This is an optimization exercise on Yosys and OpenROAD, whose aim is small area, not a production implementation. The RTL was checked by simulation tests, not by an equivalence proof against the original design. Power figures rest on the tool's default switching activity, not on a simulated workload.

// home_automation
module home_automation (
    input clk,
    input rst,
    output trig,
    input echo,
    output scl,
    input sda_i,
    output sda_o,
    input [3:0] sw,
    output [2:0] led,
    output [7:0] temp
);
    reg [14:0] tl;
    reg trig_r;
    wire tl_z = (tl == 15'h0000);
    wire tl_e = (tl == 15'h46c7);
    always @(posedge clk or posedge rst) begin
        if (rst) begin
            tl <= 0;
            trig_r <= 0;
        end else begin
            tl <= {tl[13] ^ tl_e, tl[12:0], ~(tl[14] ^ tl[9] ^ tl[6] ^ tl[4])};
            trig_r <= tl_z | (trig_r & !tl_e);
        end
    end
    assign trig = trig_r;
    reg meas;
    reg [5:0] dur;
    reg dvalid;
    reg near;
    always @(posedge clk or posedge rst) begin
        if (rst) begin
            meas <= 0;
            dvalid <= 0;
            near <= 1;
        end else begin
            meas <= echo;
            if (!echo && meas) begin
                dvalid <= 1;
                near <= (dur != 6'd59);
            end
        end
    end
    always @(posedge clk) begin
        if (echo && !meas) dur <= 0;
        else if (echo && dur != 6'd59) dur <= dur + 1'b1;
    end
    localparam [2:0] S_IDLE = 3'b000, S_START = 3'b001, S_RS = 3'b010, S_STOP = 3'b011,
                     S_SA = 3'b100, S_SR = 3'b101, S_RA = 3'b110, S_RD = 3'b111;
    reg [2:0] state;
    reg [4:0] dc;
    reg [2:0] bc;
    reg [2:0] bn;
    reg cal_done;
    reg scl_out, sda_out;
    reg [4:0] tempr;
    wire bus = state[2];
    wire tick = bus && dc[1];
    wire idle = (state == S_IDLE);
    wire iblk = idle && (dc == 5'd31);
  ...
For scale: roughly 660 cells after synthesis, ~170 flip-flops, about 8400 sq um of cells after synthesis.
Settings: LEC_CHECK=0, CAP_MARGIN=20, CORE_MARGIN=2, CORE_UTILIZATION=65, CTS_BUF_LIST=sky130_fd_sc_hd__clkbuf_8, CTS_CLUSTER_DIAMETER=300, CTS_CLUSTER_SIZE=40, SLEW_MARGIN=20; clock period 30.0 ns.
standard.sh (not shown) runs the stock make flow with config.mk's settings and CLKGATE_MAP_FILE= SYNTH_SCRIPT=/design/flow/synth_recipe.tcl, a recipe that flattens the netlist after the stock synthesis.
==> flow/flow/run.sh <==
#!/bin/bash
export BUFFER_PORTS_ARGS="-buffer_cell sky130_fd_sc_hd__buf_1"
export CTS_ARGS="-sink_clustering_enable -dont_use_dummy_load -root_buf sky130_fd_sc_hd__clkbuf_8 -buf_list \"sky130_fd_sc_hd__clkbuf_4 sky130_fd_sc_hd__clkbuf_8\" -repair_clock_nets"
bash standard.sh > standard_flow.log 2>&1
Rerun with:
==> flow/flow/run.sh (replaced) <==
#!/bin/bash
export BUFFER_PORTS_ARGS="-buffer_cell sky130_fd_sc_hd__buf_1"
bash standard.sh > standard_flow.log 2>&1
Effect: Cell area rises by a few percent; total power rises by roughly a tenth; cell count rises slightly; die area does not change; sequential power hardly moves; worst setup slack gains 0.039 ns; utilization rises by 1.5 points; clock power rises by well over a third; first-iteration DRC count rises by a few percent; critical path depth is unchanged; synthesized area stays the same.
Rerun with:
==> flow/flow/run.sh (replaced) <==
#!/bin/bash
export BUFFER_PORTS_ARGS="-buffer_cell sky130_fd_sc_hd__buf_1"
export CTS_ARGS="-sink_clustering_enable -sink_clustering_size 40 -sink_clustering_max_diameter 300 -sink_buffer_max_cap_derate 1.0 -buf_list sky130_fd_sc_hd__clkbuf_8 -repair_clock_nets"
bash standard.sh > standard_flow.log 2>&1
The new run completed with no timing, DRC or antenna violations.
Routed wire length is unchanged.
Sequential cell count does not change.
Cell area is unchanged.
Die area stays the same.
Count of clock-buffer cells in the layout is unchanged.
Register-to-register slack hardly moves.
Combinational power stays flat.
First-iteration DRC count does not change.
Sequential power barely changes.

---

Setup of job 5056:
The RTL this note starts from:
==> flow/design.v <==
`timescale 1ns / 1ps
module home_automation (
    input clk,
    input rst,
    output trig,
    input echo,
    output scl,
    input sda_i,
    output sda_o,
    input [3:0] sw,
    output [2:0] led,
    output [7:0] temp
);
    reg [14:0] tl;
    reg trig_r;
    wire tl_z = (tl == 15'h0000);
    wire tl_e = (tl == 15'h46c7);
    always @(posedge clk or posedge rst) begin
        if (rst) begin
            tl <= 0;
            trig_r <= 0;
        end else begin
            tl <= {tl[13] ^ tl_e, tl[12:0], ~(tl[14] ^ tl[9] ^ tl[6] ^ tl[4])};
            trig_r <= tl_z | (trig_r & !tl_e);
        end
    end
    assign trig = trig_r;
    reg meas;
    reg [5:0] dur;
    reg dvalid;
    reg near;
    always @(posedge clk or posedge rst) begin
        if (rst) begin
            meas <= 0;
            dvalid <= 0;
            near <= 1;
        end else begin
            meas <= echo;
            if (!echo && meas) begin
                dvalid <= 1;
                near <= (dur != 6'd59);
            end
        end
    end
    always @(posedge clk) begin
        if (echo && !meas) dur <= 0;
        else if (echo && dur != 6'd59) dur <= dur + 1'b1;
    end
    localparam [2:0] S_IDLE = 3'b000, S_START = 3'b001, S_RS = 3'b010, S_STOP = 3'b011,
                     S_SA = 3'b100, S_SR = 3'b101, S_RA = 3'b110, S_RD = 3'b111;
    reg [2:0] state;
    reg [10:0] dc;
    reg [2:0] bc;
    reg [2:0] bn;
    reg cal_done;
    reg scl_out, sda_out;
    reg [4:0] tempr;
    wire bus = state[2];
    wire tick = bus && dc[1];
    wire wdone = (state == S_IDLE) ? (dc[10] & dc[9] & dc[8] & dc[7] & dc[6] & dc[4]) : (dc[4] & dc[2]);
    wire rd = (state == S_RD);
    wire sample = rd && tick && scl_out;
    wire adv = rd && tick && !scl_out;
    wire bdec = tick && !scl_out;
    wire bend = bdec && (bc == 3'd0);
    wire [7:0] sdata = (state == S_SA) ? 8'hDC : (cal_done ? 8'hFA : 8'h88);
    always @(posedge clk or posedge rst) begin
        if (rst) begin
            state <= S_IDLE;
            scl_out <= 1;
            sda_out <= 1;
            dc <= 0;
            bc <= 3'd7;
            cal_done <= 0;
        end else begin
            dc <= (bus ? dc[1] : wdone) ? 11'd0 : dc + 1'b1;
            if (tick) scl_out <= ~scl_out;
            if (bdec) bc <= bc - 1'b1;
            if (tick && scl_out && !state[1]) sda_out <= sdata[bc];
            if (!bus && wdone) begin
                case (state)
                    S_IDLE: state <= S_START;
                    S_START: begin state <= S_SA; sda_out <= 0; end
                    S_RS: begin state <= S_RA; sda_out <= 1; end
                    default: begin state <= S_IDLE; sda_out <= 0; scl_out <= 0; end
                endcase
            end
            if (bend) begin
                case (state)
                    S_SA: state <= S_SR;
                    S_SR: state <= S_RS;
                    S_RA: state <= S_RD;
                    default: if (bn == 3'd5) begin
                        state <= S_STOP;
                        cal_done <= 1;
                    end
                endcase
            end
        end
    end
    always @(posedge clk) begin
        if (bend) bn <= (state == S_RA) ? {1'b0, cal_done, cal_done} : bn + 1'b1;
    end
    assign scl = scl_out;
    assign sda_o = sda_out;
    reg [15:0] t1r, t2r, t3r;
    reg [31:0] p;
    reg [20:0] x;
    wire [15:0] t2 = {t2r[7:0], t2r[15:8]};
    wire ph0 = rd && tick && (cal_done ? (bn == 3'd3) : (bn == 3'd4)) && (bc[2] || (bc == 3'd3 && scl_out));
    wire lo = sample && (cal_done ? (bn == 3'd4) : (bn == 3'd5));
    wire hi = sample && cal_done && (bn == 3'd5);
    wire shr8 = adv && cal_done && (bn == 3'd4) && (bc == 0);
    wire cap = sample && (bc == 0) && (bn == 3'd5);
    wire cph = (rd && !scl_out && bc == 0 && bn == 3'd5) ||
               ((state == S_STOP) && !dc[4] && !(dc[3] && dc[2] && (dc[1] || dc[0])));
    wire dsum = (state == S_STOP) && (dc[4:0] == 5'd13);
    wire dstep = (state == S_STOP) && (dc[4:0] >= 5'd14) && (dc[4:0] <= 5'd18);
    wire last = (state == S_STOP) && dc[4] && dc[2];
    wire t1bit = t1r[7] && !(lo && bc == 0);
    wire rbit = lo && cal_done && sda_i;
    wire dig_en = (ph0 || lo) && (t1bit ^ rbit);
    wire dig_neg = (ph0 || lo) && t1bit && !rbit;
    wire dq = (p[9:0] >= 10'd400);
    reg [34:0] yv;
    always @(*) begin
        yv = 35'd0;
        if (ph0 || lo) yv[31:0] = {{16{dig_neg}}, ({16{dig_en}} & t2) ^ {16{dig_neg}}};
        if (hi && sda_i) yv[23:8] = t2;
        if (cph && t3r[7]) yv[20:0] = x;
        if (dsum) yv[33:13] = x;
        if (dstep && dq) yv[9:0] = 10'd225;
    end
    wire [34:0] av = {2'b00, p, 1'b0};
    wire [35:0] cy;
    wire [34:0] s;
    assign cy[0] = dig_neg;
    genvar gi;
    generate
        for (gi = 0; gi < 35; gi = gi + 1) begin : rca
            assign s[gi] = av[gi] ^ yv[gi] ^ cy[gi];
            assign cy[gi + 1] = (av[gi] & yv[gi]) | (av[gi] & cy[gi]) | (yv[gi] & cy[gi]);
        end
    endgenerate
    wire step = ph0 || lo || hi || cph || dstep;
    wire pclr = (state == S_IDLE) || cap;
    wire pen = pclr || shr8 || dsum || step;
    wire [31:0] pd = ({32{shr8}} & {8'd0, p[31:8]}) | ({32{dsum}} & {p[31:10], s[34:25]}) |
                     ({32{step && !pclr}} & s[31:0]);
    always @(posedge clk) begin
        if (pen) p <= pd;
        if (cap) x <= s[31:11];
        if (sample && !cal_done && bn[2:1] == 2'b00) t1r <= {t1r[14:0], sda_i};
        else if (ph0 || (lo && bc != 0)) t1r <= {t1r[14:0], t1r[15]};
        if (sample && !cal_done && bn[2:1] == 2'b01) t2r <= {t2r[14:0], sda_i};
        if (sample && !cal_done && bn[2:1] == 2'b10) t3r <= {t3r[14:0], sda_i};
        else if (cph) t3r <= {t3r[14:0], t3r[15]};
    end
    always @(posedge clk or posedge rst) begin
        if (rst) tempr <= 0;
        else if (last) tempr <= p[4:0];
    end
    assign temp = {3'b000, tempr};
    reg code_ok;
    reg [14:0] bl;
    reg bh;
    reg blink_r;
    reg light_r, fan_r;
    always @(posedge clk or posedge rst) begin
        if (rst) code_ok <= 0;
        else code_ok <= (sw == 4'b1010);
    end
    wire bl_e = (bl == 15'h24f5);
    wire bl_h = (bl == 15'h495d);
    wire bl_w = (bl == 15'h4000);
    always @(posedge clk or posedge rst) begin
        if (rst) begin
            bl <= 0;
            bh <= 1;
            blink_r <= 0;
        end else begin
            blink_r <= !code_ok && bh;
            if (!code_ok) begin
                bl <= {bl[13:0], ~(bl[14] ^ bl[13]) ^ bl_e};
                if (bl_h) bh <= 0;
                else if (bl_w) bh <= 1;
            end
        end
    end
    always @(posedge clk or posedge rst) begin
        if (rst) begin
            light_r <= 0;
            fan_r <= 0;
        end else begin
            if (dvalid && near && code_ok) begin
                light_r <= 1;
                fan_r <= 1;
            end else begin
                light_r <= 0;
            end
            if (tempr > 5'd25 && code_ok) fan_r <= 1;
            else if (!near) fan_r <= 0;
        end
    end
    assign led = {blink_r, fan_r, light_r};
endmodule
clock: 30.0 ns
lec_check: 0
cap_margin: 20
core_margin: 2
core_utilization: 40
cts_buf_list: sky130_fd_sc_hd__clkbuf_8
slew_margin: 20
run.sh (not shown) runs the stock make flow with config.mk's settings and CLKGATE_MAP_FILE= SYNTH_SCRIPT=/design/flow/synth_recipe.tcl, a recipe that flattens the netlist after the stock synthesis.
Stock flow here: none of the scripts above is used.
Changes in job 4841 relative to job 5056:
- CORE_UTILIZATION: 40 -> 65
==> flow/flow/run.sh (new file) <==
#!/bin/bash
export BUFFER_PORTS_ARGS="-buffer_cell sky130_fd_sc_hd__buf_1"
bash standard.sh > standard_flow.log 2>&1
==> flow/standard.sh (new file) <==
#!/bin/bash
# synth_recipe.tcl (not shown) runs the flow's synth.tcl, then flattens the netlist and writes it again
# the make line also repeats each setting of config.mk as NAME=value (left out here)
make -C /OpenROAD-flow-scripts/flow DESIGN_CONFIG=/design/flow/config.mk WORK_HOME=/design/flow/orfs CLKGATE_MAP_FILE= SYNTH_SCRIPT=/design/flow/synth_recipe.tcl "${@:-finish}"
removed: flow/run.sh
[summary]
- met2 track demand over resource for job 4841 is higher than for job 5056.
- The run showing the greater share of cell area taken by multi-input logic gates is job 4841.
- Of job 4841 and job 5056, it is job 4841 that has the lower fraction of area in clock buffers and inverters.
Changes in job 3219 relative to job 4841:
- swapping 20 for 0 in SLEW_MARGIN
- swapping 20 for 0 in CAP_MARGIN
- swapping 65 for 40 in CORE_UTILIZATION
==> flow/run.sh (new file) <==
#!/bin/bash
# synth_recipe.tcl (not shown) runs the flow's synth.tcl, then flattens the netlist and writes it again
# the make line also repeats each setting of config.mk as NAME=value (left out here)
make -C /OpenROAD-flow-scripts/flow DESIGN_CONFIG=/design/flow/config.mk WORK_HOME=/design/flow/orfs CLKGATE_MAP_FILE= SYNTH_SCRIPT=/design/flow/synth_recipe.tcl finish
removed: flow/flow/run.sh
removed: flow/standard.sh
Findings:
Side by side, number of violations reported at the end of detailed-routing iteration 0 turned out lower in job 3219 than in job 4841. From job 4841 to job 3219 the numbers moved as follows: utilization -25 points, routed wire length +810 um, share of the cycle needed by the critical path after routing +1.1 points. Job 3219 and job 4841 ended up with roughly the same logic gate share of total power. Job 3219 vs job 4841 — number of global-route vias before repair dropped slightly. Looking only at wire length on met1, and setting everything else aside, the lower value of job 4841 and job 3219 goes to job 4841. Sequential share of layout area down 1.5 points in job 3219 wrt job 4841. | combinational power | higher: job 3219 |. Looking only at internal power summed over all cells, and setting everything else aside, the lower value of job 4841 and job 3219 goes to job 4841. Job 3219 against job 4841; finished layout cell area is up by a few percent.
The inputs of job 9952 differ from those of job 3219 as listed below.
- CORE_UTILIZATION: 40 -> 80
- CAP_MARGIN: 0 -> 20
- SLEW_MARGIN: 0 -> 20
Results
- The register fraction of the total cell area in job 9952 sits 0.96 points above the value recorded for job 3219.
- [job 9952] part of the power in the clock network fell 1.0 points relative to job 3219
- When the final numbers for job 3219 and job 9952 were put side by side, the total vias in the final route turned out to be smaller in job 3219.
- Delta(cell count, job 9952 - job 3219) < 0
- Job 9952 vs job 3219 — design area dropped slightly
- The relative contribution of combinational cells to total power of job 9952 exceeds that of job 3219 by 0.5 points.
> inputs changed (job 9952 -> job 8652)
- CORE_UTILIZATION changed from 80 to 65
==> comparison <==
- Job 9952 -> job 8652: number of inverters outside the clock class in the layout delta 0, exact match
- Of job 8652 and job 9952, it is job 8652 that has the lower routed wire length.
- Delta (job 8652 minus job 9952): first-pass GRT wire length moved down, number of optimization iterations in the first detailed-route pass moved down, cell area after layout level.
- According to the power report, total power for job 8652 is lower than for job 9952.

-- static timing again, ports no longer ideal --
The results above use ideal ports. As a check the final layouts listed here were re-extracted and re-timed, cells and wires unchanged. Step 1 (the two cells are an assumption about what drives the block):
set clk [get_ports {clk}]
set_driving_cell -lib_cell sky130_fd_sc_hd__clkbuf_16 $clk
set_driving_cell -lib_cell sky130_fd_sc_hd__buf_2 [delete_from_list [all_inputs] $clk]
Step 2 times the ports against the registers' clock, not the clock port: input delays grow and output delays shrink by t, the midpoint of the rising clock arrivals with the driver on. Slacks: ideal ports / drivers / drivers and shift; pairs: ideal ports / drivers.
run | t (ns) | setup WS [ns] | latest minus earliest clock arrival (ns) | cell pins on the clock port's net
the first run of note 1 | 0.475 | 10.302 / 10.324 / 9.849 | 0.024 / 0.024 | 1
the second run of note 1 | 0.492 | 10.341 / 10.361 / 9.869 | 0.013 / 0.013 | 1
the third run of note 1 | 0.492 | 10.341 / 10.361 / 9.869 | 0.013 / 0.013 | 1
job 5056 | 0.508 | 9.850 / 9.867 / 9.359 | 0.018 / 0.018 | 1
job 4841 | 0.499 | 10.086 / 10.102 / 9.603 | 0.015 / 0.014 | 1
job 3219 | 0.509 | 9.760 / 9.776 / 9.267 | 0.019 / 0.018 | 1
job 9952 | 0.518 | 9.387 / 9.404 / 8.886 | 0.010 / 0.011 | 1
job 8652 | 0.489 | 9.695 / 9.709 / 9.220 | 0.013 / 0.013 | 1
After both steps every run listed still meets setup and hold. For job 9952, which loses most, drivers alone change the setup slack by +0.017 ns; drivers and shift together by -0.501 ns.
